What follows belongs to an exercise in optimizing a design on an open flow for a short achievable clock period and few clock cycles; a production flow would make more cautious choices.
In this exercise RTL edits were held to simulation tests only and were not proved equivalent to the original.
No activity file was given, so power comes from the tool's default toggle rates.

// cpu
module cpu(
    input clk,
    input rst,
    input [31:0] i_IM_inst,
    input [31:0] i_DM_DI,
    output logic [31:0] o_IM_addr,
    output logic        o_DM_CS,
    output logic [3:0]  o_DM_WEB,
    output logic [31:0] o_DM_addr,
    output logic [31:0] o_DM_DI
);
    localparam BI = 3;
    localparam NB = 1 << BI;
    logic        stall, redirect, m_redir, kill, e_go;
    logic [31:2] redirect_pc, m_jtgt;
    logic [31:2] pc_f, pc_o;
    assign o_IM_addr = {pc_o, 2'b00};
    logic              btb_v   [NB];
    logic [1:0]        btb_ctr [NB];
    logic              btb_pt  [NB];       
    logic [3:0]        btb_cur [NB];       
    logic [3:0]        btb_trip[NB];       
    logic              btb_conf[NB];       
    logic [31:2+BI]    btb_tag [NB];
    logic [31:2]       btb_tgt [NB];
    logic [NB-1:0] f_sel;
    logic          f_hit, f_pred, f_pt;
    logic [1:0]    f_ctr;
    logic [31:2]   f_tgt, f_inc, f_next;
    always_comb begin
        f_hit = 1'b0;
        f_ctr = 2'b00;
        f_pt  = 1'b0;
        f_tgt = '0;
        for (int i = 0; i < NB; i++) begin
            f_sel[i] = btb_v[i] && pc_f[2+BI-1:2] == i[BI-1:0] && btb_tag[i] == pc_f[31:2+BI];
            f_hit    = f_hit | f_sel[i];
            f_ctr    = f_ctr | ({2{f_sel[i]}} & btb_ctr[i]);
            f_pt     = f_pt | (f_sel[i] && btb_pt[i]);
            f_tgt    = f_tgt | ({30{f_sel[i]}} & btb_tgt[i]);
        end
    end
    assign f_pred = f_pt;
    ks_add #(30) f_add (.a(pc_f), .b(30'd0), .cin(1'b1), .s(f_inc), .cout());
    assign f_next = f_pred ? f_tgt : f_inc;
    logic        i_valid, i_pred, i_hit, i_use_skid;
    logic [1:0]  i_ctr;
    logic [31:2] i_pc, i_ptgt;
    logic [31:0] i_inst, i_skid;
    logic        in_pred, in_hit, is_pred, is_hit;
    logic [1:0]  in_ctr, is_ctr;
    logic [31:2] in_pc, in_ptgt, is_pc, is_ptgt;
    logic        d_valid, d_pred, d_hit;
    logic [1:0]  d_ctr;
    logic [31:2] d_pc, d_ptgt;
  ...
==> flow/config.mk <==
export PLATFORM = sky130hd
export DESIGN_NAME = cpu
export DESIGN_NICKNAME = cpu
export VERILOG_FILES = /design/flow/design.v
export SDC_FILE = /design/flow/constraint.sdc
export NUM_CORES = 4
export LEC_CHECK = 0
export ABC_CLOCK_PERIOD_IN_PS = 3000
export CAP_MARGIN = 20
export CELL_PAD_IN_SITES_GLOBAL_PLACEMENT = 2
export CORE_MARGIN = 2
export CORE_UTILIZATION = 30
export PLACE_DENSITY = 0.5
export SLEW_MARGIN = 20
==> flow/constraint.sdc <==
create_clock -name core_clock -period 11.0 [get_ports {clk}]
set_input_delay 2.2000 -clock core_clock [delete_from_list [all_inputs] [get_ports {clk}]]
set_output_delay 2.2000 -clock core_clock [all_outputs]
set_load 0.01 [all_outputs]
standard.sh (not shown) runs the stock make flow with config.mk's settings and CLKGATE_MAP_FILE= SYNTH_SCRIPT=/design/flow/synth_recipe.tcl, a recipe that flattens the netlist after the stock synthesis.
==> flow/flow/run.sh <==
#!/bin/bash
# The standard layout (standard synthesis, clock and constraints), with
# timing repair asked to leave 7.85 ns of setup slack at the design's period,
# and plain buffers (buf_4) rather than delay cells on the ports.
bash standard.sh SETUP_SLACK_MARGIN=7.85 "BUFFER_PORTS_ARGS=-buffer_cell sky130_fd_sc_hd__buf_4" finish > flow.log 2>&1
Testbench counts at the start, summed over its fixed seeds: cycles 323,908.
Then changed:
==> flow/flow/run.sh (replaced) <==
#!/bin/bash
# The standard layout (standard synthesis, clock and constraints), with
# timing repair asked to leave 7.7 ns of setup slack at the design's period,
# and plain buffers (buf_4) rather than delay cells on the ports.
bash standard.sh SETUP_SLACK_MARGIN=7.7 "BUFFER_PORTS_ARGS=-buffer_cell sky130_fd_sc_hd__buf_4" finish > flow.log 2>&1
Settings changed: CORE_UTILIZATION 30 to 33, PLACE_DENSITY 0.5 to 0.52.
Outcome: Global-route usage grows by 2.6 points. Hold slack gets worse by 0.015 ns. Sequential cell count is unchanged. Cell count shrinks by 3.3%. Die area shrinks by 9.0%. Worst setup slack gets better by 0.012 ns.

the baseline:
Another version of the RTL of cpu (not shown whole).
For scale: ~8100 cells after synthesis, about 2500 flip-flops, ~170 I/O pins, roughly 0.10 mm^2 of cells after synthesis.
==> flow/config.mk <==
export PLATFORM = sky130hd
export DESIGN_NAME = cpu
export DESIGN_NICKNAME = cpu
export VERILOG_FILES = /design/flow/design.v
export SDC_FILE = /design/flow/constraint.sdc
export NUM_CORES = 4
export LEC_CHECK = 0
export ABC_CLOCK_PERIOD_IN_PS = 3000
export CAP_MARGIN = 20
export CELL_PAD_IN_SITES_GLOBAL_PLACEMENT = 2
export CORE_MARGIN = 2
export CORE_UTILIZATION = 30
export PLACE_DENSITY = 0.5
export SLEW_MARGIN = 20
==> flow/constraint.sdc <==
create_clock -name core_clock -period 11.0 [get_ports {clk}]
set_input_delay 2.2000 -clock core_clock [delete_from_list [all_inputs] [get_ports {clk}]]
set_output_delay 2.2000 -clock core_clock [all_outputs]
set_load 0.01 [all_outputs]
==> flow/flow/run.sh <==
#!/bin/bash
# The standard layout (standard synthesis, clock and constraints), with
# timing repair asked to leave 8.0 ns of setup slack at the design's period,
# and plain buffers (buf_4) rather than delay cells on the ports.
bash standard.sh SETUP_SLACK_MARGIN=8.0 "BUFFER_PORTS_ARGS=-buffer_cell sky130_fd_sc_hd__buf_4" finish > flow.log 2>&1
The baseline completed end to end with timing, DRC and antenna clean.
Testbench counts of the baseline, summed over its fixed seeds: cycles 327,403.
### the baseline -> the candidate
==> flow/flow/run.sh <==
#!/bin/bash
# The standard layout (standard synthesis, clock and constraints), with
# timing repair asked to leave 7.7 ns of setup slack at the design's period,
# and plain buffers (buf_4) rather than delay cells on the ports.
bash standard.sh SETUP_SLACK_MARGIN=7.7 "BUFFER_PORTS_ARGS=-buffer_cell sky130_fd_sc_hd__buf_4" finish > flow.log 2>&1
--- outcome ---
- On worst setup slack after placement: the candidate sits below the baseline.
- The candidate and the baseline ended up with roughly the same worst hold slack.
- [the candidate] critical path depth in cells fell 15 relative to the baseline
- On time the worst path needs with I/O delays and setup, the candidate does better than the baseline.
- Relative to the baseline, the number of standard cells in the final layout excluding fillers measured on the candidate has decreased slightly.
- The candidate has number of buffers created by CTS above what the baseline had.
- Looking at area added between synthesis and finish across the candidate and the baseline, the one that comes out lower is the candidate.
- On routed metal-1 wirelength, the candidate and the baseline are basically level.
- Maximum number of pins on one net before global-route repair grows by a few percent when moving from the baseline to the candidate.
- Summary of the candidate over the baseline: combinational group share of total power saw a decrease, design area went down.

## afterwards: timing with drivers on the ports
The results above use ideal ports. As a check the final layouts listed here were re-extracted and re-timed, cells and wires unchanged. Step 1, drivers: a clkbuf_16 drives clk and a buf_2 each remaining input, both assumed. Step 2, shift: input delay + t, output delay - t, t = (earliest + latest rising clock arrival at the registers) / 2. This alone moves slack from input paths to output paths. Slacks: ideal ports / drivers / drivers and shift; pairs: ideal ports / drivers.
run	shift t [ns]	setup slack, ns	hold slack, ns	worst setup path at the end
the first run of note 1	1.047	7.207 / 7.090 / 6.578	0.324 / 0.324 / 0.324	input to register
the second run of note 1	1.049	7.218 / 7.094 / 6.508	0.310 / 0.310 / 0.310	input to register
the baseline	1.026	7.120 / 7.093 / 6.466	0.324 / 0.324 / 0.324	input to register
the candidate	1.032	7.217 / 7.091 / 6.474	0.325 / 0.325 / 0.325	input to register
After both steps every run listed still meets setup and hold. For the candidate, which loses most, drivers alone change the setup slack by -0.126 ns; drivers and shift together by -0.743 ns.
